Background: an optimization exercise with open tools, aiming at small area and a short achievable clock period. Do not read the settings as production practice. RTL that was checked went through simulation tests only; none was proved equivalent to the original. No functional check of the RTL was part of runs 2 to 4. Power is estimated from default activity; no workload was simulated.

===== flow/flow/run.sh =====
#!/bin/bash
cp standard.sh standard_sh.txt
export SETUP_SLACK_MARGIN=7.5
export CTS_ARGS="-sink_clustering_enable -repair_clock_nets -dont_use_dummy_load -sink_clustering_size 25 -sink_clustering_max_diameter 110 -buf_list {sky130_fd_sc_hd__clkbuf_8 sky130_fd_sc_hd__clkbuf_16}"
export BUFFER_PORTS_ARGS="-buffer_cell sky130_fd_sc_hd__buf_1"
bash standard.sh > standard.log 2>&1

===== flow/standard.sh =====
#!/bin/bash
# synth_recipe.tcl (not shown) runs the flow's synth.tcl, then flattens the netlist and writes it again
# the make line also repeats each setting of config.mk as NAME=value (left out here)
make -C /OpenROAD-flow-scripts/flow DESIGN_CONFIG=/design/flow/config.mk WORK_HOME=/design/flow/orfs CLKGATE_MAP_FILE= SYNTH_SCRIPT=/design/flow/synth_recipe.tcl "${@:-finish}"

===== flow/config.mk =====
export PLATFORM = sky130hd
export DESIGN_NAME = b16_core
export DESIGN_NICKNAME = b16_core
export VERILOG_FILES = /design/flow/design.v
export SDC_FILE = /design/flow/constraint.sdc
export NUM_CORES = 4
export LEC_CHECK = 0
export CAP_MARGIN = 20
export CELL_PAD_IN_SITES_DETAIL_PLACEMENT = 1
export CORE_MARGIN = 2
export CORE_UTILIZATION = 45
export SLEW_MARGIN = 20
export SYNTH_HIERARCHICAL = 1

===== flow/constraint.sdc =====
create_clock -name core_clock -period 14.0 [get_ports {clk}]
set_input_delay 2.8000 -clock core_clock [delete_from_list [all_inputs] [get_ports {clk}]]
set_output_delay 2.8000 -clock core_clock [all_outputs]
set_load 0.01 [all_outputs]

===== flow/design.v =====
module alu(sum, cout, T, N, cin);
   parameter l=16;
   input [l-1:0] T, N;
   input cin;
   output [l-1:0] sum;
   output cout;
   wire [l:0] g0 = { T & N, cin };
   wire [l:0] p0 = { T ^ N, 1'b0 };
   reg [l:0] g, p;
   integer i, d;
   always @(g0 or p0) begin
      g = g0; p = p0;
      for(d = 1; d < l+1; d = d * 2)
         for(i = 2*d-1; i < l+1; i = i + 2*d) begin
            g[i] = g[i] | (p[i] & g[i-d]);
            p[i] = p[i] & p[i-d];
         end
      for(d = 8; d >= 1; d = d / 2)
         for(i = 3*d-1; i < l+1; i = i + 2*d) begin
            g[i] = g[i] | (p[i] & g[i-d]);
            p[i] = p[i] & p[i-d];
         end
   end
   assign sum = p0[l:1] ^ g[l-1:0];
   assign cout = g[l];
endmodule  
module stack(clk, sp, push, in, out);
   parameter dep=4, l=16;
   input clk, push;
   input [dep-1:0] sp;
   input [l-1:0] in;
   output [l-1:0] out;
   localparam n = 1 << dep;
   wire [n-1:0] sel = { {n-1{1'b0}}, 1'b1 } << sp;
   wire [n*l-1:0] all;
   genvar k, b;
   generate for(k=0; k<n; k=k+1) begin : e
      reg [l-1:0] m;
      wire we = push & sel[(k+1) % n];
      wire [l-1:0] d;
      wire hw = ~we;
      for(b=0; b<l; b=b+4) begin : h
         keep4 h(.in(in[b +: 4]), .q(m[b +: 4]), .we(we), .hw(hw), .y(d[b +: 4]));
      end
      always @(posedge clk)
         m <= d;
      for(b=0; b<l; b=b+1) begin : t
         assign all[b*n+k] = m[b];
      end
   end endgenerate
   generate for(b=0; b<l; b=b+1) begin : r
      mux16oh rm(.d(all[b*n +: n]), .s(sel), .y(out[b]));
   end endgenerate
endmodule  
module keep4(in, q, we, hw, y);
   input [3:0] in, q;
   input we, hw;
   output [3:0] y;
   assign y = in & {4{we}} | q & {4{hw}};
endmodule
module mux16oh(d, s, y);
   input [15:0] d, s;
   output y;
   wire [5:0] t;
   aoi222 a0(.a1(d[0]), .a2(s[0]), .b1(d[1]), .b2(s[1]), .c1(d[2]), .c2(s[2]), .y(t[0]));
   aoi222 a1(.a1(d[3]), .a2(s[3]), .b1(d[4]), .b2(s[4]), .c1(d[5]), .c2(s[5]), .y(t[1]));
   aoi222 a2(.a1(d[6]), .a2(s[6]), .b1(d[7]), .b2(s[7]), .c1(d[8]), .c2(s[8]), .y(t[2]));
   aoi222 a3(.a1(d[9]), .a2(s[9]), .b1(d[10]), .b2(s[10]), .c1(d[11]), .c2(s[11]), .y(t[3]));
   aoi222 a4(.a1(d[12]), .a2(s[12]), .b1(d[13]), .b2(s[13]), .c1(d[14]), .c2(s[14]), .y(t[4]));
   assign t[5] = ~(d[15] & s[15]);
   nand6 o(.a(t), .y(y));
endmodule
module aoi222(a1, a2, b1, b2, c1, c2, y);
   input a1, a2, b1, b2, c1, c2;
   output y;
   assign y = ~(a1 & a2 | b1 & b2 | c1 & c2);
endmodule
module nand6(a, y);
   input [5:0] a;
   output y;
   assign y = ~&a;
endmodule
module ao8(d, s, y);
   input [7:0] d, s;
   output y;
   wire [2:0] t;
   aoi222 a0(.a1(d[0]), .a2(s[0]), .b1(d[1]), .b2(s[1]), .c1(d[2]), .c2(s[2]), .y(t[0]));
   aoi222 a1(.a1(d[3]), .a2(s[3]), .b1(d[4]), .b2(s[4]), .c1(d[5]), .c2(s[5]), .y(t[1]));
   assign t[2] = ~(d[6] & s[6] | d[7] & s[7]);
   assign y = ~&t;
endmodule
module ao7(d, s, y);
   input [6:0] d, s;
   output y;
   wire [2:0] t;
   aoi222 a0(.a1(d[0]), .a2(s[0]), .b1(d[1]), .b2(s[1]), .c1(d[2]), .c2(s[2]), .y(t[0]));
   aoi222 a1(.a1(d[3]), .a2(s[3]), .b1(d[4]), .b2(s[4]), .c1(d[5]), .c2(s[5]), .y(t[1]));
   assign t[2] = ~(d[6] & s[6]);
   assign y = ~&t;
endmodule
module ao7p1(d, s, xn, y);
   input [6:0] d, s;
   input xn;
   output y;
   wire [3:0] t;
   aoi222 a0(.a1(d[0]), .a2(s[0]), .b1(d[1]), .b2(s[1]), .c1(d[2]), .c2(s[2]), .y(t[0]));
   aoi222 a1(.a1(d[3]), .a2(s[3]), .b1(d[4]), .b2(s[4]), .c1(d[5]), .c2(s[5]), .y(t[1]));
   assign t[2] = ~(d[6] & s[6]);
   assign t[3] = xn;
   assign y = ~&t;
endmodule
module ao3(d, s, y);
   input [2:0] d, s;
   output y;
   wire t;
   aoi222 a0(.a1(d[0]), .a2(s[0]), .b1(d[1]), .b2(s[1]), .c1(d[2]), .c2(s[2]), .y(t));
   assign y = ~t;
endmodule
module ao8g(d, s, en_n, y);
   input [7:0] d, s;
   input en_n;
   output y;
   wire [2:0] t;
   aoi222 a0(.a1(d[0]), .a2(s[0]), .b1(d[1]), .b2(s[1]), .c1(d[2]), .c2(s[2]), .y(t[0]));
   aoi222 a1(.a1(d[3]), .a2(s[3]), .b1(d[4]), .b2(s[4]), .c1(d[5]), .c2(s[5]), .y(t[1]));
   assign t[2] = ~(d[6] & s[6] | d[7] & s[7]);
   assign y = ~(&t | en_n);
endmodule
module lut4(t, n, l, y);
   input t, n;
   input [3:0] l;
   output y;
   assign y = t ? (n ? l[3] : l[2]) : (n ? l[1] : l[0]);
endmodule
module cpu(clk, run, nreset, addr, rd, wr, data, dataout,
           dr, dw, daddr, din, dout, bp);
   parameter rstaddr=16'h3FFE, l=16, sdep=4, rdep=4;
   input clk, run, nreset;
   output [l-1:0] addr;
   output rd;
   output [1:0] wr;
   input  [l-1:0] data;
   output [l-1:0] dataout;
   input [2:0] daddr;
   input dr, dw;
   input [l-1:0] din, bp;
   output [l-1:0] dout;
   reg [sdep-1:0] sp;
   reg [rdep-1:0] rp;
   reg [l-1:0] T, I, P, R;
   reg [1:0] state;
   reg c;
   wire s0 = (state == 2'b00);
   wire s1 = (state == 2'b01);
   wire s3 = (state == 2'b11);
   reg [4:0] slot;
   wire fcall = s0 & data[15];           
   wire op_exec = (slot == 5'b00001);
   wire op_call = fcall | op_exec;
   wire op_jmp  = (slot == 5'b00010);
   wire op_ret  = (slot == 5'b00011);
   wire op_cond = (slot[4:2] == 3'b001);
   wire op_com  = (slot == 5'b01001);
   wire op_mul  = (slot == 5'b01110);
   wire op_div  = (slot == 5'b01111);
   wire op_alu  = (slot[4:3] == 2'b01) & ~slot[0] & ~(slot[2] & slot[1])
                | (slot == 5'b01011) | (slot == 5'b01101);
   wire access  = (slot[4:3] == 2'b10);
   wire op_minc = access & ~slot[1];     
   wire op_ld   = access & slot[1];      
   wire op_lit  = access & slot[1] & slot[0];
   wire op_st   = access & ~slot[1] & ~slot[0];
   wire op_nip  = (slot == 5'b11000);
   wire op_drop = (slot == 5'b11001);
   wire op_over = (slot == 5'b11010);
   wire op_dup  = (slot == 5'b11011);
   wire op_tor  = (slot == 5'b11100);
   wire op_rfrom= (slot == 5'b11110);
   wire bop = (slot[4:2] == 3'b101);    
   assign rd = s0 | (access & (slot[1:0] != 2'b00));
   assign wr = op_st ? { ~slot[2] | ~T[0], ~slot[2] | T[0] } : 2'b00;
   wire addrsel = access & (slot[1:0] != 2'b11);
   assign addr = addrsel ? T : P;
   wire bswap = bop ^ addr[0];
   wire [l-1:0] incaddr = addr + { bop ? 2'b01 : 2'b10 };
   wire [l-1:0] dataw = { bop ? 8'h00 : (bswap ? data[7:0] : data[15:8]),
                     bswap ? data[15:8] : data[7:0] };
   wire [l-1:0] N, toR;
   assign dataout = bswap ? { N[7:0], N[l-1:8] } : N;
   wire dbg = ~run;
   wire dw0 = dbg & dw & (daddr == 3'h0);
   wire dw1 = dbg & dw & (daddr == 3'h1);
   wire tos2n = ~rd | (slot[1:0] == 2'b11);
   wire [l-1:0] toN = tos2n ? T : dataw;
   wire dpush = (access & (slot[1:0] != 2'b00)) |
                (slot[4] & slot[3] & slot[1]) | dw0;
   wire rpush = (fcall & run) | op_exec | op_tor | dw1;
   stack #(sdep,l) dstack(.clk(clk), .sp(sp), .push(dpush),
                          .in(toN), .out(N));
   stack #(rdep,l) rstack(.clk(clk), .sp(rp), .push(rpush),
                          .in(R), .out(toR));
   wire [sdep-1:0] spdec = sp - 1'b1;
   wire [sdep-1:0] spinc = sp + 1'b1;
   wire [rdep-1:0] rpdec = rp - 1'b1;
   wire [rdep-1:0] rpinc = rp + 1'b1;
   wire cin = slot[0] & (c | slot[1]);
   wire [l-1:0] sum;
   wire cout;
   alu #(l) alu16(.sum(sum), .cout(cout), .T(T), .N(N), .cin(cin));
   wire zero = ~|T;
   wire cond = (slot[1] ? c : zero) ^ slot[0];
   wire k = c | (slot[0] & cout);
   wire [l-1:0] u = k ? sum : T;
   reg [l-1:0] jmp;
   always @(state or I or P or T or data)
      case(state)
        2'b00: jmp = { data[14:0], 1'b0 };
        2'b01: jmp = { P[15:11], I[9:0], 1'b0 };
        2'b10: jmp = { P[15:6], I[4:0], 1'b0 };
        2'b11: jmp = { T[15:1], 1'b0 };
      endcase
   wire [1:0] nextstate = (op_call | op_jmp | op_ret | op_cond) ?
                          2'b00 : state + 2'b01;
   wire drop3 = (op_call | op_jmp) & s3;
   wire dwa = dbg & dw;
   wire dra = dbg & dr;
   wire p_inc = run & ((s0 & ~fcall) | op_lit);
   wire p_jmp = run & (op_call | op_jmp | (op_cond & cond));
   wire p_ret = run & op_ret;
   wire p_din = dwa & (daddr == 3'h4);
   wire p_hold = ~(p_inc | p_jmp | p_ret | p_din);
   wire pj0 = p_jmp & s0;
   wire pj3 = p_jmp & s3;
   wire [l-1:0] P_n;
   genvar b;
   generate for(b=0; b<l; b=b+1) begin : pn
      if(b == 0) begin : z
         ao3 g(.d({ din[0], P[0], incaddr[0] }),
               .s({ p_din, p_hold, p_inc }), .y(P_n[0]));
      end else begin : nz
         wire selp = p_hold | (p_jmp & ((b >= 11) & s1 | (b >= 6) & ~s0 & ~s1 & ~s3));
         wire seli = p_jmp & ((b <= 10) & s1 | (b <= 5) & ~s0 & ~s1 & ~s3);
         ao7 g(.d({ din[b], R[b], I[b-1], P[b], T[b], data[b-1], incaddr[b] }),
               .s({ p_din, p_ret, seli, selp, pj3, pj0, p_inc }), .y(P_n[b]));
      end
   end endgenerate
   wire i_data = run & s0;
   wire i_din = dwa & (daddr == 3'h7);
   wire i_hold = ~(i_data | i_din);
   wire [l-1:0] I_n;
   generate for(b=0; b<l; b=b+1) begin : in_
      ao3 g(.d({ I[b], din[b], data[b] }), .s({ i_hold, i_din, i_data }),
            .y(I_n[b]));
   end endgenerate
   wire t_n    = run & (drop3 | op_cond | op_drop | op_over | op_tor);
   wire t_com  = run & op_com;
   wire t_xor  = run & (slot == 5'b01000);
   wire t_and  = run & (slot == 5'b01010);
   wire t_or   = run & (slot == 5'b01011);
   wire t_add  = run & (slot[4:1] == 4'b0110);
   wire t_mul  = run & op_mul;
   wire t_div  = run & op_div;
   wire t_inc  = run & op_minc & ~s1;
   wire t_ld   = run & op_ld;
   wire t_r    = run & op_rfrom;
   wire t_din  = dwa & ((daddr == 3'h0) | (daddr == 3'h5));
   wire t_hold = ~(t_n | t_com | t_xor | t_and | t_or | t_add | t_mul |
                   t_div | t_inc | t_ld | t_r | t_din);
   wire [3:0] lut = { t_hold | t_n | t_and | t_or,
                      t_hold | t_xor | t_or,
                      t_com | t_n | t_xor | t_or,
                      t_com };
   wire [l-1:0] T_n;
   generate for(b=0; b<l; b=b+1) begin : tn
      wire tln;
      lut4 f(.t(T[b]), .n(N[b]), .l(~lut), .y(tln));
      wire mu = (b == l-1) ? k & cout : u[(b+1) % l];
      wire dv = (b == 0) ? R[l-1] : u[(b+l-1) % l];
      ao7p1 g(.d({ din[b], R[b], dataw[b], incaddr[b], dv, mu, sum[b] }),
              .s({ t_din, t_r, t_ld, t_inc, t_div, t_mul, t_add }),
              .xn(tln), .y(T_n[b]));
   end endgenerate
   wire r_call = run & op_call;
   wire r_pop  = run & (op_ret | op_rfrom);
   wire r_mul  = run & op_mul;
   wire r_div  = run & op_div;
   wire r_t    = run & op_tor;
   wire r_din  = dwa & ((daddr == 3'h1) | (daddr == 3'h6));
   wire r_hold = ~(r_call | r_pop | r_mul | r_div | r_t | r_din);
   wire rc0 = r_call & s0;
   wire rc1 = r_call & ~s0;
   wire [l-1:0] R_n;
   generate for(b=0; b<l; b=b+1) begin : rn
      if(b == 0) begin : z
         ao7 g(.d({ R[0], din[0], T[0], k, R[1], toR[0], c }),
               .s({ r_hold, r_din, r_t, r_div, r_mul, r_pop, r_call }),
               .y(R_n[0]));
      end else begin : nz
         wire mr = (b == l-1) ? u[0] : R[(b+1) % l];
         ao8 g(.d({ R[b], din[b], T[b], R[b-1], mr, toR[b], P[b], incaddr[b] }),
               .s({ r_hold, r_din, r_t, r_div, r_mul, r_pop, rc1, rc0 }),
               .y(R_n[b]));
      end
   end endgenerate
   reg c_n;
   always @(*) begin
      c_n = c;
      if(run) begin
         if(op_call) c_n = 1'b0;
         if(op_ret | op_mul) c_n = R[0];
         if(op_com) c_n = 1'b1;
         if(op_div) c_n = u[l-1];
         if(op_alu & slot[2]) c_n = cout;
      end else if(dw && daddr == 3'h3)
         c_n = din[10];
   end
   wire sp_dec = run ? ((access & slot[0]) | op_over | op_dup | op_rfrom)
                     : (dw & (daddr == 3'h0) & ~(dr & (daddr == 3'h0)));
   wire sp_inc = run ? (op_st | drop3 | op_cond | op_alu | op_nip |
                        op_drop | op_tor)
                     : (dr & (daddr == 3'h0));
   wire sp_din = dwa & (daddr == 3'h3);
   reg [sdep-1:0] sp_n;
   always @(*)
      if(sp_din) sp_n = din[sdep+3:4];
      else if(sp_dec) sp_n = spdec;
      else if(sp_inc) sp_n = spinc;
      else sp_n = sp;
   wire rp_dec = run ? (op_call | op_tor)
                     : (dw & (daddr == 3'h1) & ~(dr & (daddr == 3'h1)));
   wire rp_inc = run ? (op_ret | op_rfrom) : (dr & (daddr == 3'h1));
   reg [rdep-1:0] rp_n;
   always @(*)
      if(sp_din) rp_n = din[rdep-1:0];
      else if(rp_dec) rp_n = rpdec;
      else if(rp_inc) rp_n = rpinc;
      else rp_n = rp;
   wire [1:0] state_n = run ? nextstate :
                        (dwa & (daddr == 3'h3)) ? din[9:8] : state;
   reg [4:0] slot_n;
   always @(state_n or I_n)
      case(state_n)
        2'b00: slot_n = 5'b00000;
        2'b01: slot_n = I_n[14:10];
        2'b10: slot_n = I_n[9:5];
        2'b11: slot_n = I_n[4:0];
      endcase
   wire dsel_n = ~dr | run;
   wire [7:0] da = 8'b1 << daddr;
   wire [l-1:0] st = { run, 4'h0, c, state, {4-sdep{1'b0}}, sp,
                  {4-rdep{1'b0}}, rp };
   generate for(b=0; b<l; b=b+1) begin : dbg_rd
      ao8g dm(.d({ I[b], R[b], T[b], P[b], st[b], bp[b], toR[b], N[b] }),
                .s(da), .en_n(dsel_n), .y(dout[b]));
   end endgenerate
   always @(posedge clk or negedge nreset)
      if(!nreset) begin
         state <= 2'b11;
         P <= rstaddr;
         T <= 16'h0000;
         I <= 16'h0000;
         R <= 16'h0000;
         c <= 1'b0;
         sp <= 0;
         rp <= 0;
         slot <= 5'b00000;
      end else begin
         state <= state_n;
         P <= P_n;
         T <= T_n;
         I <= I_n;
         R <= R_n;
         c <= c_n;
         sp <= sp_n;
         rp <= rp_n;
         slot <= slot_n;
      end
endmodule  
module b16_core(clk, nreset, run, addr, rd, wr, data, dataout,
                dr, dw, daddr, din, bp, dout);
   input         clk, nreset, run;
   output [15:0] addr;
   output        rd;
   output [1:0]  wr;
   input  [15:0] data;
   output [15:0] dataout;
   input         dr, dw;
   input  [2:0]  daddr;
   input  [15:0] din, bp;
   output [15:0] dout;
   cpu b16(.clk(clk), .run(run), .nreset(nreset),
           .addr(addr), .rd(rd), .wr(wr), .data(data),
           .dataout(dataout),
           .dr(dr), .dw(dw), .daddr(daddr), .din(din), .dout(dout),
           .bp(bp));
endmodule

==> results of run 1 <==
==> modules after synthesis (local to each module, per instance), a selection <==
module,flops+latches,cells inside,cell area (sq um)
lut4,0,1,22.5
cpu,80,511,4950
keep4,0,4,35.0
nand6,0,2,13.8
ao7p1,0,2,10.0
aoi222,0,1,10.0
==> worst register-to-register path, delay by kind of cell, from the launching register on <==
kind	cells	cell delay (ps)
AO/OA/AOI/OAI	6	2530
adder cells (fa/ha/maj)	2	660
buffers and inverters	2	330
flip-flops	1	610
multiplexers	1	450
AND/OR/NAND/NOR	6	1300
==> worst max-delay path by stage <==
stage,start,to,slack (ps),depth (start not counted)
final,daddr[0],dout[6],7210,7
after global routing,daddr[0],dout[6],7220,7
after CTS,daddr[0],dout[8],7250,6
after detailed placement,daddr[1],dout[14],6420,5
after global placement,daddr[1],dout[0],6500,5
after floorplan,daddr[1],dout[0],7420,4
==> sequential cells by signal, indices dropped and copies added (netlist names) <==
register,cells
b16.I,16
b16.T,16
b16.rp,4
b16.dstack.e.m,256
b16.slot,5
b16.P,16
b16.R,16
b16.rstack.e.m,256
b16.state,2
b16.sp,4
b16.c,1
==> cell usage in the layout (no fill, tap or decap), types with 15 or more instances in the layout <==
master / n
a21oi_1: 25
a222oi_1: 304
a22o_1: 514
a22oi_1: 26
a31oi_1: 21
and4_1: 33
buf_1: 86
buf_4: 102
clkbuf_16: 28
dfrtp_1: 55
dfstp_2: 15
dfxtp_1: 512
ha_1: 24
inv_1: 58
mux2_2: 58
mux2i_1: 23
mux4_2: 16
nand2_1: 149
nand3_1: 71
nand4_1: 21
nor2_1: 80
nor2_2: 18
o21ai_0: 17
==> power by group <==
group | internal [mW] | total [mW] | leakage, nW | switching (mW)
clock network | 0.357 | 0.911 | 0.345 | 0.554
registers | 2.36 | 2.94 | 5.15 | 0.585
logic | 1.09 | 3.10 | 5.77 | 2.01
==> cell families after synthesis <==
group | share of synthesized area [%]
buf+inv | 1.68
other cells | 0.0145
flops | 47.5
mux | 4.81
fa+ha+maj | 2.09
xor+xnor | 0.813
compound gates | 33.2
simple gates | 9.94
==> cell usage after synthesis, drive strengths merged (21+ instances only) <==
| library cell | count | area (sq um) |
|---|---|---|
| mux2i | 23 | 230 |
| mux2 | 58 | 653 |
| nand3 | 87 | 435 |
| and4 | 33 | 289 |
| nand4 | 21 | 131 |
| nor2 | 100 | 375 |
| a222oi | 304 | 3040 |
| buf | 28 | 166 |
| dfrtp | 65 | 1630 |
| nand2 | 152 | 571 |
| a21oi | 26 | 134 |
| o21ai | 24 | 120 |
| a31oi | 21 | 131 |
| inv | 58 | 218 |
| a22o | 514 | 4500 |
| dfxtp | 512 | 10200 |
| ha | 24 | 300 |
| a22oi | 32 | 240 |
==> through the flow <==
step / hold slack, ps / power [mW] / util (%) / area [sq um] / instances
detailed placement: 452 / 5.86 / 49.1 / 27800 / 3238
finish: 477 / 6.96 / 51.4 / 29100 / 3297
global placement: 451 / 5.72 / 49.0 / 27800 / 3238
CTS: 482 / 6.81 / 51.1 / 28900 / 3285
floorplan: 439 / 4.54 / - / 25900 / 2330
global route: 492 / 7.22 / 51.4 / 29100 / 3293
==> repair_timing <==
| item | 4_1_cts | 5_1_grt |
|---|---|---|
| pin swaps | 16 | 32 |
| endpoints found under the setup margin | 45 | 32 |
| cloned | 4 | 0 |
| hold buffers | 0 | 0 |
| resized for setup | 77 | 24 |
| setup buffers | 15 | 7 |
==> metal layers <==
layer,wire length (um),up-vias,GRT usage (%)
met5,25,-,0
met4,7050,2,18.4
met3,12300,385,8.52
met2,47900,1529,54.2
met1,46200,12700,51.2
li1,-,10300,-
==> layout make-up <==
cell class / instances / area, sq um / share of cell area (%)
diodes: 4 / 10.0 / 0.0344
clock buffers: 28 / 701 / 2.41
inverters: 58 / 218 / 0.748
multi-input cells: 1643 / 13600 / 46.6
flip-flops and latches: 592 / 12300 / 42.2
well taps: 756 / 946 / 3.25
repair buffers: 216 / 1370 / 4.72
==> flow_summary.yaml, run 1 <==
cts:
  cts.htree.levels: 1
  root_buffer: "clkbuf_16"
  cts_tree: "done"
  clkTransAtPathRegs_ps: 90
  clkLatencyLatePin_ps: 650
  cts_buffers: 28
  clockBufferDepth: 3
  numClockSinks: 592
layout:
  area_growth_pct: 12.6
  layout-drive-gt1-share_pct: 13.6
  final_nets: 2631
  num-fill-cells: 6070
run:
  maxCapViolCount: 0
synth:
  ys_types: 74
  synth-seq-cells: 592
  syn_inst: 2322
  syn_avg_cell_area_sq_um: 11.1
  synth_edf_count: 0
  syn_area_sq_um: 25800
  synthFlopType: "dfxtp_1"
  async_flop_share_pct: 13.5
  yosysWarnings: 9
  seq_area_frac_synth_pct: 47.5
die:
  fp.dieH_um: 244
  die_w_um: 244
  ioPinCount: 107
  die_area_sq_um: 59400
  rows: 87
  start_util_pct: 45.7
  design.core.area_sq_um: 56600
timing:
  rsz0062_at_grt: "yes"
  slew_headroom_pct: 17.5
  fin_crit_ps: 6790
  max_freq_mhz: 147
  clock_skew_ps: 53.7
  period_share_pct: 48.5
  setup_slack_ps: 7210
  slew_viol_final: 0
  worst_pin_slew_ps: 1230
  setup_viol_count_final: 0
  finalHoldViolCount: 0
  tns_ps: 0
power_and_ir_drop:
  power_density_nw_per_um2: 239
  cellLeakagePower_nw: 11.3
  peakVddDrop_mv: 0.147
routing:
  drt_iter0_markers: 4390
  vias: 24900
  antenna_left: 0
  firstDrtPassIters: 17
  wl_um: 114000
  wire_per_inst_um: 34.4
  drc: 0
  vias_per_cell: 7.56
placement:
  dp_hpwl_um: 77200
  portBuffers: 106
  preCtsSetupSlack_ps: 6420
  finalWeightedCongestion: 1.01
critical_path:
  crit_top_cell: "buf_12"
  startpoint_type: "input pin"
  worstSetupPathType: "input pin to output pin"
  slowest_stage: "a31oi_1"
  required_ps: 11200
  critPathMaxFanout: 17
  endpoint_kind: "output pin"
  ff2ff_setup_slack_ps: 7960
  r2r_cells: 17
  path_buf_inv: 4
  r2r_start: "b16.sp[2]"
  critical_path.max_stage_delay_ps: 260
  arrival_ps: 3990
  crit_family: "buffers and inverters"
  worstReg2RegEnd: "b16.T[2]"
  crit_chain: "buf_12 -> buf_12 -> nor3_4 -> buf_12 -> a222oi_1 -> a31oi_1 -> buf_2"
outcome:
  status: "timing/DRC/antenna clean"
global_route:
  antenna_found_initial: 3
  grt_pass1_wl_um: 169000
  grt_start_max_net_pins: 49
  track_usage_pct: 37.0
  grt_pass1_vias: 25000
  grt-ovfl-total: 0
min_path:
  hp-class: "flop to flop"
  holdPathEnd: "b16.dstack.e[14].m[7]"
  whs_path_depth: 1
  min_from: "b16.dstack.e[14].m[7]"
==> run 2, diff against run 1 <==
--- a/flow/design.v
+++ b/flow/design.v
@@ -122,6 +122,7 @@
    output y;
-   wire [2:0] t;
-   aoi222 a0(.a1(d[0]), .a2(s[0]), .b1(d[1]), .b2(s[1]), .c1(d[2]), .c2(s[2]), .y(t[0]));
-   aoi222 a1(.a1(d[3]), .a2(s[3]), .b1(d[4]), .b2(s[4]), .c1(d[5]), .c2(s[5]), .y(t[1]));
-   assign t[2] = ~(d[6] & s[6] | d[7] & s[7]);
+   wire [3:0] t;
+   assign t[0] = ~(d[0] & s[0] | d[1] & s[1]);
+   assign t[1] = ~(d[2] & s[2] | d[3] & s[3]);
+   assign t[2] = ~(d[4] & s[4] | d[5] & s[5]);
+   assign t[3] = ~(d[6] & s[6] | d[7] & s[7]);
    assign y = ~(&t | en_n);
@@ -178,6 +179,5 @@
    wire op_rfrom= (slot == 5'b11110);
-   wire bop = (slot[4:2] == 3'b101);    
    assign rd = s0 | (access & (slot[1:0] != 2'b00));
    assign wr = op_st ? { ~slot[2] | ~T[0], ~slot[2] | T[0] } : 2'b00;
-   wire addrsel = access & (slot[1:0] != 2'b11);
+   reg addrsel, bop;
    assign addr = addrsel ? T : P;
@@ -347,2 +347,4 @@
       endcase
+   wire addrsel_n = (slot_n[4:3] == 2'b10) & (slot_n[1:0] != 2'b11);
+   wire bop_n = (slot_n[4:2] == 3'b101);
    wire dsel_n = ~dr | run;
@@ -366,2 +368,4 @@
          slot <= 5'b00000;
+         addrsel <= 1'b0;
+         bop <= 1'b0;
       end else begin
@@ -376,2 +380,4 @@
          slot <= slot_n;
+         addrsel <= addrsel_n;
+         bop <= bop_n;
       end
==> flow_summary.yaml, run 2 <==
routing:
  vias_per_cell: 7.53
  drt_iter0_markers: 4589
  met1_length_um: 46100
  vias: 25000
  wire_per_inst_um: 34.7
  top_layer: "met5"
  firstDrtPassIters: 15
  antenna_left: 0
  drc: 0
  wl_met2_um: 48700
  wl_um: 115000
  wl_met3_um: 14000
die:
  fp.dieH_um: 244
  die_area_sq_um: 59600
  start_util_pct: 45.2
  ioPinCount: 107
  die_w_um: 244
  design.core.area_sq_um: 57400
  rows: 88
power_and_ir_drop:
  cellLeakagePower_nw: 11.4
  power_density_nw_per_um2: 234
  p_total_mw: 6.90
  peakVddDrop_mv: 0.138
synth:
  synth_edf_count: 0
  yosysWarnings: 9
  async_flop_share_pct: 13.8
  synthMuxAreaShare_pct: 5.21
  syn_area_sq_um: 26000
  synthTopCellsByArea: "dfxtp_1, a22o_1, a222oi_1"
  synth_top_area_share_pct: 39.5
  synth_xor_area_share_pct: 0.877
  ys_types: 74
  synth-compound-area-share_pct: 33.3
  synth_commonest_cells: "a22o_1, dfxtp_1, a222oi_1"
  seq_area_frac_synth_pct: 47.5
  syn_avg_cell_area_sq_um: 11.2
  syn_inst: 2321
  yosys.area_share.simple_pct: 9.22
  yosysTopAreaCell: "dfxtp_1"
  synth_top_family_by_area: "compound AO/OA/AOI/OAI gates"
  synth-seq-cells: 594
  synth_fa_ha_area_share_pct: 2.08
  synthFlopType: "dfxtp_1"
cts:
  cts_tree: "done"
  root_buffer: "clkbuf_16"
  cts.htree.levels: 1
  cts_hold_buf: 0
  clockBufferDepth: 3
  clkTransAtPathRegs_ps: 100
  numClockSinks: 594
  clkLatencyLatePin_ps: 630
  cts_buffers: 28
placement:
  finalWeightedCongestion: 0.983
  preCtsSetupSlack_ps: 5890
  dp_hpwl_um: 76900
  placed_cell_area_sq_um: 28100
  portBuffers: 106
critical_path:
  r2r_start: "b16.sp[3]"
  ff2ff_setup_slack_ps: 7760
  worstSetupPathType: "input pin to output pin"
  startpoint_type: "input pin"
  startpoint: "daddr[1]"
  critPathMaxFanout: 6
  required_ps: 11200
  cp-endpoint: "dout[9]"
  endpoint_kind: "output pin"
  worstReg2RegEnd: "b16.T[12]"
  arrival_ps: 4190
  r2r_cells: 18
layout:
  layout-drive-gt1-share_pct: 14.8
  layout_common_cells: "a22o_1, dfxtp_1, a222oi_1"
  reg.largest.list: "b16.dstack.e.m: 256 flops, b16.rstack.e.m: 256 flops"
  final_nets: 2645
  final_area_sq_um: 29600
  area_growth_pct: 13.9
timing:
  rsz0062_at_grt: "yes"
  setup_viol_count_final: 0
  slew_viol_final: 0
  max_freq_mhz: 143
  worst_pin_slew_ps: 1210
  fin_crit_ps: 6990
  slew_headroom_pct: 19.6
  tns_ps: 0
  clock_skew_ps: 32.3
  setup_slack_ps: 7010
  period_share_pct: 49.9
  finalHoldViolCount: 0
global_route:
  grt_start_max_net_pins: 64
  grt_pass1_vias: 25000
  grt_pass1_wl_um: 170000
  antenna_found_initial: 4
  grt-ovfl-total: 0
  track_usage_pct: 37.4
run:
  maxCapViolCount: 0
min_path:
  hp-class: "flop to flop"
  min_from: "b16.rstack.e[14].m[4]"
outcome:
  status: "timing/DRC/antenna clean"
run 2: cell count changes after synthesis, moves of 7 or more:
cell | previous run | this run
a22oi_1 | 32 | 80
nand2_1 | 152 | 129
mux2_2 | 58 | 65
a31oi_1 | 21 | 7
a41oi_1 | 2 | 17
a222oi_1 | 304 | 271
inv_1 | 58 | 67
run 2: worst min path at each step:
stage / endpoint / depth (start not counted)
floorplan: b16.dstack.e[0].m[15] / 1
global placement: b16.rstack.e[3].m[15] / 1
detailed placement: b16.dstack.e[10].m[3] / 1
CTS: b16.rstack.e[9].m[13] / 1
global route: b16.dstack.e[15].m[7] / 1
finish: b16.rstack.e[14].m[4] / 1
run 2: layer usage:
metal	vias to the layer above	track usage, %
li1	10300	-
met1	12700	51.6
met2	1716	55.0
met3	345	9.28
met4	2	17.4
met5	-	0
run 2: timing repair:
item	CTS	global route
pin swaps	17	21
resized for setup	73	19
buffers inserted	26	7
cloned	2	1
setup endpoints to repair	38	25
run 2: through the flow:
stage / std cells / hold WS (ps) / utilization, %
floorplan: 2329 / 439 / -
global placement: 3252 / 451 / 48.9
detailed placement: 3252 / 454 / 49.0
CTS: 3308 / 481 / 51.2
global route: 3316 / 491 / 51.5
finish: 3317 / 479 / 51.5
run 2: kinds of logic after synthesis:
| group | Yosys count |
|---|---|
| AND/OR/NAND/NOR | 467 |
| other | 1 |
| multiplexers | 107 |
| AO/OA/AOI/OAI | 979 |
| XOR/XNOR | 26 |
| buffers and inverters | 111 |
| adder cells (fa/ha/maj) | 36 |
| flip-flops | 594 |
run 2: per-module statistics from Yosys (local to each module, per instance), excerpt:
module   times used  flops+latches
mux16oh          32              0
ao8g             16              0
aoi222          271              0
ao7p1            16              0
lut4             16              0
nand6            32              0
ao3              17              0
keep4           128              0
cpu               1             82
ao7              16              0
ao8              15              0
run 2: worst max-delay path, cell delays in order:
cell	delay, ps
buf_12	100
clkinvlp_4	160
buf_6	170
nor2_4	150
buf_12	170
a22oi_2	70
a41oi_2	370
buf_2	190
run 2: cell type report:
class / count / area [sq um]
timing repair buffer: 237 / 1640
antenna: 1 / 2.50
tap: 765 / 957
fill: 6083 / 27800
clock buffer: 28 / 701
inverter: 67 / 259
sequential: 594 / 12300
multi-input combinational: 1625 / 13700
run 2: power breakdown:
group	switching [mW]	leakage (nW)	total [mW]	internal, mW
sequential	0.604	5.18	2.96	2.35
clock	0.558	0.345	0.916	0.357
combinational	1.94	5.84	3.03	1.09
==> run 3, diff against run 2 <==
--- a/flow/design.v
+++ b/flow/design.v
@@ -122,9 +122,14 @@
    output y;
-   wire [3:0] t;
-   assign t[0] = ~(d[0] & s[0] | d[1] & s[1]);
-   assign t[1] = ~(d[2] & s[2] | d[3] & s[3]);
-   assign t[2] = ~(d[4] & s[4] | d[5] & s[5]);
-   assign t[3] = ~(d[6] & s[6] | d[7] & s[7]);
+   wire [2:0] t;
+   aoi222 a0(.a1(d[0]), .a2(s[0]), .b1(d[1]), .b2(s[1]), .c1(d[2]), .c2(s[2]), .y(t[0]));
+   aoi222 a1(.a1(d[3]), .a2(s[3]), .b1(d[4]), .b2(s[4]), .c1(d[5]), .c2(s[5]), .y(t[1]));
+   assign t[2] = ~(d[6] & s[6] | d[7] & s[7]);
    assign y = ~(&t | en_n);
 endmodule
+module deceq(a, y);
+   parameter K = 0;
+   input [2:0] a;
+   output y;
+   assign y = (a == K);
+endmodule
 module lut4(t, n, l, y);
@@ -350,3 +355,6 @@
    wire dsel_n = ~dr | run;
-   wire [7:0] da = 8'b1 << daddr;
+   wire [7:0] da;
+   generate for(b=0; b<8; b=b+1) begin : dsel
+      deceq #(b) d(.a(daddr), .y(da[b]));
+   end endgenerate
    wire [l-1:0] st = { run, 4'h0, c, state, {4-sdep{1'b0}}, sp,
==> flow/flow/run.sh (replaced) <==
#!/bin/bash
cp standard.sh standard_sh.txt
export SETUP_SLACK_MARGIN=7.6
export CTS_ARGS="-sink_clustering_enable -repair_clock_nets -dont_use_dummy_load -sink_clustering_size 22 -sink_clustering_max_diameter 105 -buf_list {sky130_fd_sc_hd__clkbuf_8 sky130_fd_sc_hd__clkbuf_16}"
export BUFFER_PORTS_ARGS="-buffer_cell sky130_fd_sc_hd__buf_1"
bash standard.sh > standard.log 2>&1
==> flow_summary.yaml, run 3 <==
outcome:
  status: "timing/DRC/antenna clean"
synth:
  syn_area_sq_um: 25800
  synth_top_area_share_pct: 39.7
  synth-seq-cells: 594
  seq_area_frac_synth_pct: 47.7
  ys_types: 81
  synthTopCellsByArea: "dfxtp_1, a22o_1, a222oi_1"
  yosysTopAreaCell: "dfxtp_1"
  async_flop_share_pct: 13.8
  yosysWarnings: 9
  synth_commonest_cells: "a22o_1, dfxtp_1, a222oi_1"
  synth_edf_count: 0
  synthFlopType: "dfxtp_1"
  syn_inst: 2286
  syn_avg_cell_area_sq_um: 11.3
global_route:
  grt-ovfl-total: 0
  grt_start_max_net_pins: 57
  antenna_found_initial: 4
  grt_pass1_vias: 24400
  grt_pass1_wl_um: 168000
  track_usage_pct: 37.2
timing:
  slew_viol_final: 0
  tns_ps: 0
  slew_headroom_pct: 17.8
  worst_pin_slew_ps: 1230
  setup_viol_count_final: 0
  hold_slack_ps: 476
  clock_skew_ps: 83.2
  max_freq_mhz: 146
  period_share_pct: 49.0
  fin_crit_ps: 6860
  setup_slack_ps: 7140
  finalHoldViolCount: 0
  rsz0062_at_grt: "yes"
layout:
  layout_common_cells: "a22o_1, dfxtp_1, a222oi_1"
  final_nets: 2615
  final_area_sq_um: 29500
  reg.largest.list: "b16.dstack.e.m: 256 flops, b16.rstack.e.m: 256 flops"
  layout-drive-gt1-share_pct: 14.4
  area_growth_pct: 14.3
  num-fill-cells: 6023
die:
  die_area_sq_um: 59400
  fp.dieH_um: 244
  die_w_um: 244
  rows: 87
  design.core.area_sq_um: 56600
  ioPinCount: 107
  start_util_pct: 45.7
power_and_ir_drop:
  peakVddDrop_mv: 0.125
  cellLeakagePower_nw: 11.3
  power_density_nw_per_um2: 245
  p_total_mw: 7.25
cts:
  cts_hold_buf: 0
  clkTransAtPathRegs_ps: 80
  cts_buffers: 34
  cts.htree.levels: 2
  numClockSinks: 594
  clockBufferDepth: 3
  clkLatencyLatePin_ps: 610
  root_buffer: "clkbuf_16"
  cts_tree: "done"
critical_path:
  slowest_stage: "a222oi_1"
  crit_chain: "buf_12 -> nor3b_4 -> buf_12 -> buf_4 -> a222oi_1 -> a31oi_2 -> clkbuf_2"
  endpoint_kind: "output pin"
  arrival_ps: 4060
  critical_path.max_stage_delay_ps: 410
  crit_family: "buffers and inverters"
  required_ps: 11200
  critPathMaxFanout: 13
  worstSetupPathType: "input pin to output pin"
  startpoint_type: "input pin"
  path_buf_inv: 4
  crit_top_cell: "buf_12"
routing:
  drc: 0
  vias: 24900
  wire_per_inst_um: 34.8
  vias_per_cell: 7.58
  antenna_left: 0
  firstDrtPassIters: 12
  drt_iter0_markers: 4418
  wl_um: 114000
min_path:
  hp-class: "flop to flop"
run:
  maxCapViolCount: 0
placement:
  preCtsSetupSlack_ps: 6070
  portBuffers: 106
  finalWeightedCongestion: 1.04
  dp_hpwl_um: 76200
  placed_cell_area_sq_um: 27900
==> run 3: modules after synthesis (local to each module, per instance), excerpt <==
| module | copies in the design | cells inside |
|---|---|---|
| mux16oh | 32 | 1 |
| nand6 | 32 | 2 |
| cpu | 1 | 467 |
| keep4 | 128 | 4 |
| aoi222 | 303 | 1 |
| ao7p1 | 16 | 2 |
| ao3 | 17 | 1 |
==> run 3: per-layer routing <==
metal  vias to the layer above  global-route usage [%]  wire (um)
met1                     12600                    50.7      46500
met3                       363                    10.6      13100
met2                      1619                    53.9      48100
li1                      10200                       -          -
met4                         4                    18.1       6520
met5                         -                       0         18
==> run 3: cell type report <==
type | count | area, sq um | share of cell area, %
Multi-Input combinational cell | 1605 | 13600 | 46.0
Sequential cell | 594 | 12300 | 41.8
Timing Repair Buffer | 229 | 1600 | 5.42
Tap cell | 756 | 946 | 3.20
Clock buffer | 34 | 851 | 2.88
Inverter | 59 | 221 | 0.750
Antenna cell | 4 | 10.0 | 0.0339
==> run 3: path summary, 6_finish.rpt <==
path,from,to,slack (ps),depth (start not counted)
setup / recovery,daddr[1],dout[0],7140,7
hold / removal,b16.rstack.e[15].m[15],b16.rstack.e[15].m[15],480,1
setup reg to reg,b16.sp[2],b16.T[0],7880,16
hold reg to reg,b16.rstack.e[15].m[15],b16.rstack.e[15].m[15],480,1
max in group asynchronous,nreset,b16.R[6],10510,2
min in group asynchronous,nreset,b16.I[15],2160,1
==> run 3: metrics by stage <==
step | instances | utilization (%)
4_1_cts | 3271 | 51.9
2_1_floorplan | 2294 | -
3_5_place_dp | 3200 | 49.3
3_3_place_gp | 3200 | 49.3
5_1_grt | 3277 | 52.2
6_report | 3281 | 52.2
==> run 3: logic make-up (layout without fill, tap and decap cells) <==
family / Yosys count / count (layout) / share of synthesized area, %
AOI/OAI and AO/OA: 957 / 957 / 33.1
xor gates and xnor gates: 26 / 26 / 0.881
adders and majority gates: 36 / 36 / 2.09
buffers and inverters: 97 / 322 / 1.59
DFF: 594 / 594 / 47.7
muxes: 102 / 102 / 5.03
other: 1 / 13 / 0.0145
and+or+nand+nor: 473 / 475 / 9.63
==> run 3: what timing repair did <==
item	in CTS	in global routing
endpoints found under the setup margin	50	32
gates resized for setup	70	14
buffers inserted	32	5
gates cloned	5	0
pin swaps	28	18
==> run 3: where the power goes <==
| group | leakage, nW | switching, mW | internal (mW) |
|---|---|---|---|
| clock | 0.419 | 0.573 | 0.436 |
| combinational | 5.75 | 2.01 | 1.16 |
| sequential | 5.17 | 0.672 | 2.40 |
| total | 11.3 | 3.25 | 4.00 |
==> run 4, diff against run 3 <==
--- a/flow/design.v
+++ b/flow/design.v
@@ -184,5 +184,6 @@
    wire op_rfrom= (slot == 5'b11110);
+   wire bop = (slot[4:2] == 3'b101);    
    assign rd = s0 | (access & (slot[1:0] != 2'b00));
    assign wr = op_st ? { ~slot[2] | ~T[0], ~slot[2] | T[0] } : 2'b00;
-   reg addrsel, bop;
+   wire addrsel = access & (slot[1:0] != 2'b11);
    assign addr = addrsel ? T : P;
@@ -352,4 +353,2 @@
       endcase
-   wire addrsel_n = (slot_n[4:3] == 2'b10) & (slot_n[1:0] != 2'b11);
-   wire bop_n = (slot_n[4:2] == 3'b101);
    wire dsel_n = ~dr | run;
@@ -376,4 +375,2 @@
          slot <= 5'b00000;
-         addrsel <= 1'b0;
-         bop <= 1'b0;
       end else begin
@@ -388,4 +385,2 @@
          slot <= slot_n;
-         addrsel <= addrsel_n;
-         bop <= bop_n;
       end
==> flow_summary.yaml, run 4 <==
layout:
  num-fill-cells: 6122
  final_nets: 2641
  area_growth_pct: 14.0
  layout-drive-gt1-share_pct: 15.0
  final_cell_count_no_fill: 3317
  layout_common_cells: "a22o_1, dfxtp_1, a222oi_1"
  layout_commonest_cell: "a22o_1"
  reg.largest.list: "b16.dstack.e.m: 256 flops, b16.rstack.e.m: 256 flops"
  final_area_sq_um: 29600
timing:
  tns_ps: 0
  max_freq_mhz: 147
  hold_slack_ps: 475
  worst_pin_slew_ps: 1270
  rsz0062_at_grt: "yes"
  setup_viol_count_final: 0
  slew_viol_final: 0
  clock_skew_ps: 42.7
  period_share_pct: 48.6
  slew_headroom_pct: 14.6
  fin_crit_ps: 6800
  finalHoldViolCount: 0
synth:
  syn_inst: 2318
  yosysTopAreaCell: "dfxtp_1"
  syn_avg_cell_area_sq_um: 11.2
  synth_commonest_cells: "a22o_1, dfxtp_1, a222oi_1"
  async_flop_share_pct: 13.5
  ys_types: 83
  synthMuxAreaShare_pct: 4.92
  synth_top_area_share_pct: 39.4
  synthFlopType: "dfxtp_1"
  synth_xor_area_share_pct: 0.809
  seq_area_frac_synth_pct: 47.2
  yosysWarnings: 9
  synth_top_family_by_area: "compound AO/OA/AOI/OAI gates"
  syn_area_sq_um: 26000
  synthTopCellsByArea: "dfxtp_1, a22o_1, a222oi_1"
  yosys.area_share.simple_pct: 9.96
  yosysMostFrequentCell: "a22o_1"
  synth_edf_count: 0
  synth-seq-cells: 592
  synth-compound-area-share_pct: 33.2
  synth_fa_ha_area_share_pct: 2.08
cts:
  numClockSinks: 592
  clkTransAtPathRegs_ps: 80
  clockBufferDepth: 3
  cts_hold_buf: 0
  clkLatencyLatePin_ps: 600
  cts_tree: "done"
  root_buffer: "clkbuf_16"
  cts.htree.levels: 2
  cts_buffers: 34
power_and_ir_drop:
  p_total_mw: 6.97
  peakVddDrop_mv: 0.153
  cellLeakagePower_nw: 11.3
  power_density_nw_per_um2: 235
critical_path:
  worstSetupPathType: "input pin to output pin"
  required_ps: 11200
  endpoint_kind: "output pin"
  arrival_ps: 4000
  r2r_start: "b16.sp[0]"
  critPathMaxFanout: 7
  worstReg2RegEnd: "b16.T[1]"
  ff2ff_setup_slack_ps: 7880
  r2r_cells: 18
  startpoint_type: "input pin"
die:
  ioPinCount: 107
  die_w_um: 244
  die_area_sq_um: 59700
  design.core.area_sq_um: 57400
  rows: 88
  fp.dieH_um: 244
  start_util_pct: 45.3
min_path:
  holdPathEnd: "b16.dstack.e[13].m[5]"
  min_from: "b16.dstack.e[13].m[5]"
  hp-class: "flop to flop"
  whs_path_depth: 1
routing:
  vias: 25300
  antenna_left: 0
  firstDrtPassIters: 17
  wl_um: 118000
  vias_per_cell: 7.64
  drt_iter0_markers: 4403
  wire_per_inst_um: 35.6
  drc: 0
global_route:
  grt_start_max_net_pins: 63
  antenna_found_initial: 5
  grt_pass1_vias: 24900
  grt_pass1_wl_um: 173000
  grt-ovfl-total: 0
  track_usage_pct: 38.5
placement:
  finalWeightedCongestion: 1.00
  placed_cell_area_sq_um: 28000
  portBuffers: 106
  dp_hpwl_um: 79600
  placedCellCount: 3242
outcome:
  status: "timing/DRC/antenna clean"
run:
  maxCapViolCount: 0
## run 4: worst max-delay path, cell delays in order
cell	delay, ps
buf_16	110
and3b_4	260
a222oi_1	490
a31oi_2	170
buf_2	170
## run 4: per-module statistics from Yosys (local to each module, per instance), excerpt
module / flip-flops and latches / times used / cells / cell area, sq um
aoi222: 0 / 303 / 1 / 10.0
ao8: 0 / 15 / 2 / 12.5
ao7p1: 0 / 16 / 2 / 10.0
ao3: 0 / 17 / 1 / 3.75
keep4: 0 / 128 / 4 / 35.0
cpu: 80 / 1 / 499 / 5020
## run 4: what timing repair did
action / 4_1_cts / 5_1_grt
endpoints found under the hold margin: 0 / 0
setup buffers: 12 / 13
gates resized for setup: 72 / 21
pin swaps: 20 / 27
setup endpoints to repair: 38 / 32
gates cloned: 7 / 2
## run 4: through the flow
| stage | setup WS [ps] | util (%) |
|---|---|---|
| floorplan | 7570 | - |
| global placement | 6260 | 48.8 |
| detailed placement | 6150 | 48.9 |
| CTS | 7240 | 51.2 |
| global route | 7180 | 51.6 |
| finish | 7200 | 51.6 |
## run 4: cells by family (layout without fill, tap and decap cells)
kind of cell | Yosys count | after routing
AO/OA/AOI/OAI | 969 | 969
flip-flops | 592 | 592
AND/OR/NAND/NOR | 494 | 498
buffers and inverters | 103 | 320
multiplexers | 99 | 99
adder cells (fa/ha/maj) | 36 | 36
XOR/XNOR | 24 | 24
other | 1 | 14
## run 4: layout make-up
type	count	area, sq um	area share [%]
Antenna cell	5	12.5	0.0422
Clock buffer	34	851	2.87
Inverter	60	225	0.760
Multi-Input combinational cell	1635	13700	46.4
Sequential cell	592	12300	41.5
Tap cell	765	957	3.23
Timing Repair Buffer	226	1550	5.24
## run 4: where the power goes
part / total (mW) / switching [mW] / internal, mW
registers: 2.89 / 0.593 / 2.30
logic: 3.06 / 1.98 / 1.09
clock network: 1.02 / 0.581 / 0.436
total: 6.97 / 3.15 / 3.82
## run 4: worst max-delay path by stage
| stage | start | to | slack (ps) | cells past startpoint |
|---|---|---|---|---|
| 2_1_floorplan | daddr[0] | dout[0] | 7570 | 3 |
| 6_report | daddr[2] | dout[10] | 7200 | 5 |
| 3_3_place_gp | daddr[2] | dout[13] | 6260 | 5 |
| 4_1_cts | daddr[1] | dout[11] | 7240 | 6 |
| 3_5_place_dp | daddr[2] | dout[13] | 6150 | 5 |
| 5_1_grt | daddr[2] | dout[12] | 7180 | 5 |
## run 4: metal layers
layer	GRT usage [%]	part of all wire (%)	up-vias
li1	-	-	10300
met1	51.5	39	12800
met2	56.5	42	1783
met3	11.6	12	404
met4	18.5	5.6	2
met5	0	0.0059	-
==> run 5, diff against run 4 <==
--- a/flow/design.v
+++ b/flow/design.v
@@ -128,8 +128,2 @@
 endmodule
-module deceq(a, y);
-   parameter K = 0;
-   input [2:0] a;
-   output y;
-   assign y = (a == K);
-endmodule
 module lut4(t, n, l, y);
@@ -354,6 +348,3 @@
    wire dsel_n = ~dr | run;
-   wire [7:0] da;
-   generate for(b=0; b<8; b=b+1) begin : dsel
-      deceq #(b) d(.a(daddr), .y(da[b]));
-   end endgenerate
+   wire [7:0] da = 8'b1 << daddr;
    wire [l-1:0] st = { run, 4'h0, c, state, {4-sdep{1'b0}}, sp,
==> flow_summary.yaml, run 5 <==
layout:
  area_growth_pct: 13.0
  final_nets: 2635
  reg.largest.list: "b16.dstack.e.m: 256 flops, b16.rstack.e.m: 256 flops"
  layout_common_cells: "a22o_1, dfxtp_1, a222oi_1"
  layout_commonest_cell: "a22o_1"
  final_area_sq_um: 29200
  layout-drive-gt1-share_pct: 13.8
synth:
  yosysWarnings: 9
  synth_top_area_share_pct: 39.7
  syn_area_sq_um: 25800
  seq_area_frac_synth_pct: 47.5
  synth_edf_count: 0
  syn_inst: 2322
  yosysMostFrequentCell: "a22o_1"
  yosysTopAreaCell: "dfxtp_1"
  async_flop_share_pct: 13.5
  syn_avg_cell_area_sq_um: 11.1
  synthTopCellsByArea: "dfxtp_1, a22o_1, a222oi_1"
  synth-seq-cells: 592
  synthFlopType: "dfxtp_1"
  ys_types: 74
  synth_commonest_cells: "a22o_1, dfxtp_1, a222oi_1"
routing:
  wire_per_inst_um: 34.5
  antenna_left: 0
  vias: 25100
  wl_met3_um: 12600
  met1_length_um: 46000
  firstDrtPassIters: 13
  drt_iter0_markers: 4409
  wl_met2_um: 48500
  vias_per_cell: 7.61
  wl_um: 114000
  drc: 0
  top_layer: "met5"
critical_path:
  crit_chain: "buf_8 -> nor2b_4 -> and2_4 -> a222oi_1 -> a31oi_1 -> buf_2"
  startpoint_type: "input pin"
  r2r_start: "b16.sp[3]"
  slowest_stage: "and2_4"
  worstSetupPathType: "input pin to output pin"
  ff2ff_setup_slack_ps: 8040
  critical_path.max_stage_delay_ps: 270
  worstReg2RegEnd: "b16.T[14]"
  r2r_cells: 15
  critPathMaxFanout: 9
  path_buf_inv: 2
  crit_family: "simple AND/OR/NAND/NOR gates"
  arrival_ps: 3990
  endpoint_kind: "output pin"
  required_ps: 11200
cts:
  clkLatencyLatePin_ps: 630
  cts_tree: "done"
  cts.htree.levels: 1
  cts_buffers: 31
  clkTransAtPathRegs_ps: 90
  root_buffer: "clkbuf_16"
  numClockSinks: 592
  clockBufferDepth: 3
placement:
  placed_cell_area_sq_um: 27800
  preCtsSetupSlack_ps: 6420
  dp_hpwl_um: 77200
  finalWeightedCongestion: 1.01
  portBuffers: 106
min_path:
  min_from: "b16.rstack.e[3].m[13]"
  hp-class: "flop to flop"
  holdPathEnd: "b16.rstack.e[3].m[13]"
  whs_path_depth: 1
global_route:
  grt-ovfl-total: 0
  grt_start_max_net_pins: 49
  grt_pass1_wl_um: 169000
  grt_pass1_vias: 24900
  track_usage_pct: 37.1
  antenna_found_initial: 4
timing:
  tns_ps: 0
  finalHoldViolCount: 0
  hold_slack_ps: 478
  slew_viol_final: 0
  clock_skew_ps: 29.6
  worst_pin_slew_ps: 1250
  fin_crit_ps: 6790
  slew_headroom_pct: 16.3
  rsz0062_at_grt: "yes"
  max_freq_mhz: 147
  period_share_pct: 48.5
  setup_viol_count_final: 0
  setup_slack_ps: 7210
outcome:
  status: "timing/DRC/antenna clean"
power_and_ir_drop:
  power_density_nw_per_um2: 240
  p_total_mw: 7.01
  peakVddDrop_mv: 0.161
  cellLeakagePower_nw: 11.3
die:
  die_w_um: 244
  ioPinCount: 107
  die_area_sq_um: 59400
  design.core.area_sq_um: 56600
  fp.dieH_um: 244
  rows: 87
  start_util_pct: 45.7
run:
  maxCapViolCount: 0
[run 5: logic make-up after synthesis]
logic type,count (synthesis),share of synthesized area (%)
AND/OR/NAND/NOR,505,9.94
flip-flops,592,47.5
other,1,0.0145
XOR/XNOR,24,0.813
multiplexers,97,4.81
AO/OA/AOI/OAI,968,33.2
adder cells (fa/ha/maj),36,2.09
buffers and inverters,99,1.68
[run 5: what timing repair did]
action,CTS,global route
resized for setup,85,22
hold buffers,0,0
setup buffers,15,7
pin swaps,18,31
cloned,4,0
setup endpoints to repair,49,32
[run 5: Yosys stat by module, one instance, submodules excluded, excerpt]
module,cells inside,flip-flops and latches,cell area [sq um],times used
ao7,2,0,8.76,16
ao8,2,0,12.5,15
lut4,1,0,22.5,16
ao3,1,0,3.75,17
ao8g,2,0,13.8,16
nand6,2,0,13.8,32
ao7p1,2,0,10.0,16
mux16oh,1,0,3.75,32
aoi222,1,0,10.0,303
[run 5: worst max path at each step]
stage	start	slack, ps	to	cells after the start
CTS	daddr[0]	7250	dout[8]	6
floorplan	daddr[1]	7420	dout[0]	4
global placement	daddr[1]	6500	dout[0]	5
global route	daddr[0]	7210	dout[9]	6
finish	daddr[2]	7210	dout[6]	6
detailed placement	daddr[1]	6420	dout[14]	5
[run 5: metal layers]
metal / vias up / GRT usage, %
li1: 10300 / -
met1: 12800 / 51.5
met2: 1654 / 54.6
met3: 360 / 8.15
met4: 4 / 18.2
met5: - / 0
[run 5: cell type report]
type / instances / area [sq um]
antenna: 3 / 7.51
clock buffer: 31 / 776
fill: 6082 / 27400
inverter: 58 / 218
multi-input combinational: 1643 / 13600
sequential: 592 / 12300
tap: 756 / 946
timing repair buffer: 217 / 1380
[run 5: worst register-to-register path, stage by stage (launching register included)]
cell	delay (ps)
dfrtp_4	560
or2_1	360
nor2_2	240
a222oi_1	740
nand3_2	450
ha_1	510
a21oi_1	280
o21ai_0	150
a41oi_1	190
a21o_1	150
fa_1	170
inv_1	110
a21oi_2	800
mux2_2	500
a222oi_1	420
nand4_1	160
[run 5: power by group]
| part | leakage (nW) | switching [mW] | total, mW | internal [mW] |
|---|---|---|---|---|
| registers | 5.15 | 0.578 | 2.94 | 2.36 |
| clock network | 0.382 | 0.561 | 0.954 | 0.393 |
| logic | 5.77 | 2.03 | 3.12 | 1.09 |
| total | 11.3 | 3.17 | 7.01 | 3.84 |
[run 5: per-stage QoR]
step / instances / util, %
after floorplan: 2330 / -
after global placement: 3238 / 49.0
after detailed placement: 3238 / 49.1
after CTS: 3288 / 51.3
after global routing: 3297 / 51.6
final: 3300 / 51.6
==> run 6, diff against run 5 <==
==> flow/flow/run.sh (replaced) <==
#!/bin/bash
cp standard.sh standard_sh.txt
export SETUP_SLACK_MARGIN=7.3
export CTS_ARGS="-sink_clustering_enable -repair_clock_nets -dont_use_dummy_load -sink_clustering_size 20 -sink_clustering_max_diameter 100 -buf_list {sky130_fd_sc_hd__clkbuf_8 sky130_fd_sc_hd__clkbuf_16}"
export BUFFER_PORTS_ARGS="-buffer_cell sky130_fd_sc_hd__buf_1"
bash standard.sh > standard.log 2>&1
--- a/flow/config.mk
+++ b/flow/config.mk
@@ -8,3 +8,2 @@
 export CAP_MARGIN = 20
-export CELL_PAD_IN_SITES_DETAIL_PLACEMENT = 1
 export CORE_MARGIN = 2
==> flow_summary.yaml, run 6 <==
synth:
  synth-seq-cells: 592
  synth_top_area_share_pct: 39.7
  synth_edf_count: 0
  yosysTopAreaCell: "dfxtp_1"
  ys_types: 74
  yosysWarnings: 9
  async_flop_share_pct: 13.5
  synthFlopType: "dfxtp_1"
  synth_commonest_cells: "a22o_1, dfxtp_1, a222oi_1"
  yosysMostFrequentCell: "a22o_1"
  syn_inst: 2322
  syn_avg_cell_area_sq_um: 11.1
  synthTopCellsByArea: "dfxtp_1, a22o_1, a222oi_1"
  seq_area_frac_synth_pct: 47.5
  syn_area_sq_um: 25800
layout:
  multi_input_area_sq_um: 13500
  reg.largest.list: "b16.dstack.e.m: 256 flops, b16.rstack.e.m: 256 flops"
  layout_common_cells: "a22o_1, dfxtp_1, a222oi_1"
  layout_commonest_cell: "a22o_1"
  seqCellArea_sq_um: 12300
  postLayoutCoreUtil_pct: 51.7
  area_growth_pct: 13.2
  num-fill-cells: 5103
  layout-drive-gt1-share_pct: 12.8
  final_nets: 2645
  diodes: 0
timing:
  max_freq_mhz: 148
  slew_headroom_pct: 16.7
  tns_ps: 0
  clock_skew_ps: 54.6
  setup_viol_count_final: 0
  fin_crit_ps: 6760
  finalHoldViolCount: 0
  worst_pin_slew_ps: 1250
  rsz0062_at_grt: "yes"
  slew_viol_final: 0
  period_share_pct: 48.3
  setup_slack_ps: 7240
power_and_ir_drop:
  power_density_nw_per_um2: 240
  cellLeakagePower_nw: 11.4
  clkPwrFrac_pct: 15.2
  intPower_mw: 3.92
  p_comb_share_pct: 43.1
  pwr-share-seq_pct: 41.7
  p_sw_mw: 3.12
  peakVddDrop_mv: 0.126
  switching_share_pct: 44.3
  p_total_mw: 7.03
critical_path:
  worstSetupPathType: "input pin to output pin"
  startpoint_type: "input pin"
  required_ps: 11200
  critPathMaxFanout: 8
  endpoint_kind: "output pin"
  arrival_ps: 3960
placement:
  preCtsSetupSlack_ps: 6390
  finalWeightedCongestion: 1.00
  portBuffers: 106
  dp_hpwl_um: 73400
cts:
  clkTransAtPathRegs_ps: 80
  root_buffer: "clkbuf_16"
  clkLatencyLatePin_ps: 600
  cts_hold_buf: 0
  numClockSinks: 592
  cts.htree.levels: 2
  cts_buffers: 38
  cts_tree: "done"
  clockBufferDepth: 3
global_route:
  grt_pass1_vias: 22900
  track_usage_pct: 35.8
  grt-ovfl-total: 0
  grt_start_max_net_pins: 64
  grt_pass1_wl_um: 160000
  antenna_found_initial: 2
die:
  die_w_um: 244
  ioPinCount: 107
  start_util_pct: 45.7
  rows: 87
  die_area_sq_um: 59400
  fp.dieH_um: 244
  design.core.area_sq_um: 56600
routing:
  vias: 24700
  antenna_left: 0
  wl_met3_um: 13300
  drc: 0
  met1_length_um: 45000
  wl_um: 110000
  firstDrtPassIters: 17
  wire_per_inst_um: 33.3
  wl_met2_um: 46300
  vias_per_cell: 7.46
  drt_iter0_markers: 4756
  top_layer: "met5"
run:
  maxCapViolCount: 0
outcome:
  status: "timing/DRC/antenna clean"
min_path:
  hp-class: "flop to flop"
## run 6: changes by cell type in the layout (fill, tap and decap cells not counted), sizes merged
cell    change
diode       -3
buf         +1
clkbuf     +10
nor3b       -1
## run 6: layout make-up
type,count,share of cell area (%)
Tap cell,756,3.23
Multi-Input combinational cell,1642,46.0
Inverter,58,0.744
Sequential cell,592,42.0
Timing Repair Buffer,221,4.76
Clock buffer,38,3.25
## run 6: modules after synthesis (local to each module, per instance), a selection
module,flops+latches,cell area (sq um),copies in the design
cpu,80,4950,1
ao7p1,0,10.0,16
mux16oh,0,3.75,32
ao3,0,3.75,17
nand6,0,13.8,32
ao8,0,12.5,15
keep4,0,35.0,128
lut4,0,22.5,16
ao8g,0,13.8,16
ao7,0,8.76,16
aoi222,0,10.0,303
## run 6: logic make-up (layout without fill, tap and decap cells)
| group | after synthesis | after routing | share of synthesized area, % |
|---|---|---|---|
| xor gates and xnor gates | 24 | 24 | 0.813 |
| buffers and inverters | 99 | 317 | 1.68 |
| muxes | 97 | 97 | 4.81 |
| DFF | 592 | 592 | 47.5 |
| and+or+nand+nor | 505 | 508 | 9.94 |
| adders and majority gates | 36 | 36 | 2.09 |
| AOI/OAI and AO/OA | 968 | 968 | 33.2 |
| other | 1 | 9 | 0.0145 |
## run 6: worst paths after layout
kind / from / end / slack, ps / depth (start not counted)
worst max-delay path: daddr[0] / dout[8] / 7240 / 6
worst min-delay path: b16.rstack.e[3].m[15] / b16.rstack.e[3].m[15] / 480 / 1
worst max register to register: b16.sp[2] / b16.T[13] / 8050 / 17
worst min register to register: b16.rstack.e[3].m[15] / b16.rstack.e[3].m[15] / 480 / 1
max in group asynchronous: nreset / b16.rp[1] / 10540 / 2
min in group asynchronous: nreset / b16.c / 2120 / 1
## run 6: critical path, cell delays in order
cell,delay [ps]
buf_12,120
nor2b_4,150
and2_4,180
a222oi_1,370
a31oi_1,170
clkbuf_2,170
## run 6: repair_timing
action,in CTS,in global routing
resized for setup,39,35
setup endpoints to repair,32,32
pin swaps,12,26
cloned,3,0
setup buffers,11,6
## run 6: metrics by stage
stage | cell area (sq um) | instances | hold slack [ps]
after CTS | 29100 | 3301 | 475
after global placement | 27800 | 3248 | 451
after global routing | 29200 | 3307 | 488
after detailed placement | 27900 | 3249 | 452
final | 29200 | 3307 | 476
after floorplan | 25900 | 2330 | 439
## run 6: per-layer routing
metal  vias up  GRT usage, %
met5         -             0
met4         4          15.8
met3       303          7.66
met2      1789          51.6
met1     12300          51.3
li1      10300             -
## run 6: power groups by stage
stage / Combinational (mW) / Sequential (mW) / Clock (mW)
after floorplan: 1.77 / 2.77 / 0
after detailed placement: 2.88 / 2.92 / 0
after CTS: 2.90 / 2.90 / 1.08
after global placement: 2.83 / 2.91 / 0
after global routing: 3.16 / 2.99 / 1.14
final: 3.03 / 2.93 / 1.07

## separate check: timing with driven ports
Ports are ideal in the flow. The routed layouts listed here were re-timed in OpenROAD. Step 1, drivers: a clkbuf_16 drives clk and a buf_2 each remaining input, both assumed. Step 2, shift: input delay + t, output delay - t, t = (earliest + latest rising clock arrival at the registers) / 2. This alone moves slack from input paths to output paths. Three values: ideal ports, drivers, drivers and shift; two values: the first two.
run	t, ns	setup slack, ns	worst setup path after step 2	latest minus earliest clock arrival (ns)	slew at the worst register clock pin (ns)
run 1	0.683	7.213 / 7.154 / 7.154	input to output	0.055 / 0.056	0.11 / 0.11
run 2	0.675	7.008 / 6.929 / 6.929	input to output	0.032 / 0.032	0.11 / 0.11
run 3	0.633	7.136 / 7.020 / 7.020	input to output	0.083 / 0.083	0.10 / 0.10
run 4	0.639	7.197 / 6.994 / 6.994	input to output	0.050 / 0.049	0.10 / 0.10
run 5	0.683	7.208 / 7.153 / 7.153	input to output	0.034 / 0.033	0.11 / 0.11
run 6	0.635	7.235 / 7.189 / 7.189	input to output	0.055 / 0.055	0.09 / 0.09
After both steps every run listed still meets setup and hold. For run 4, which loses most, drivers alone change the setup slack by -0.203 ns; drivers and shift together by -0.203 ns.
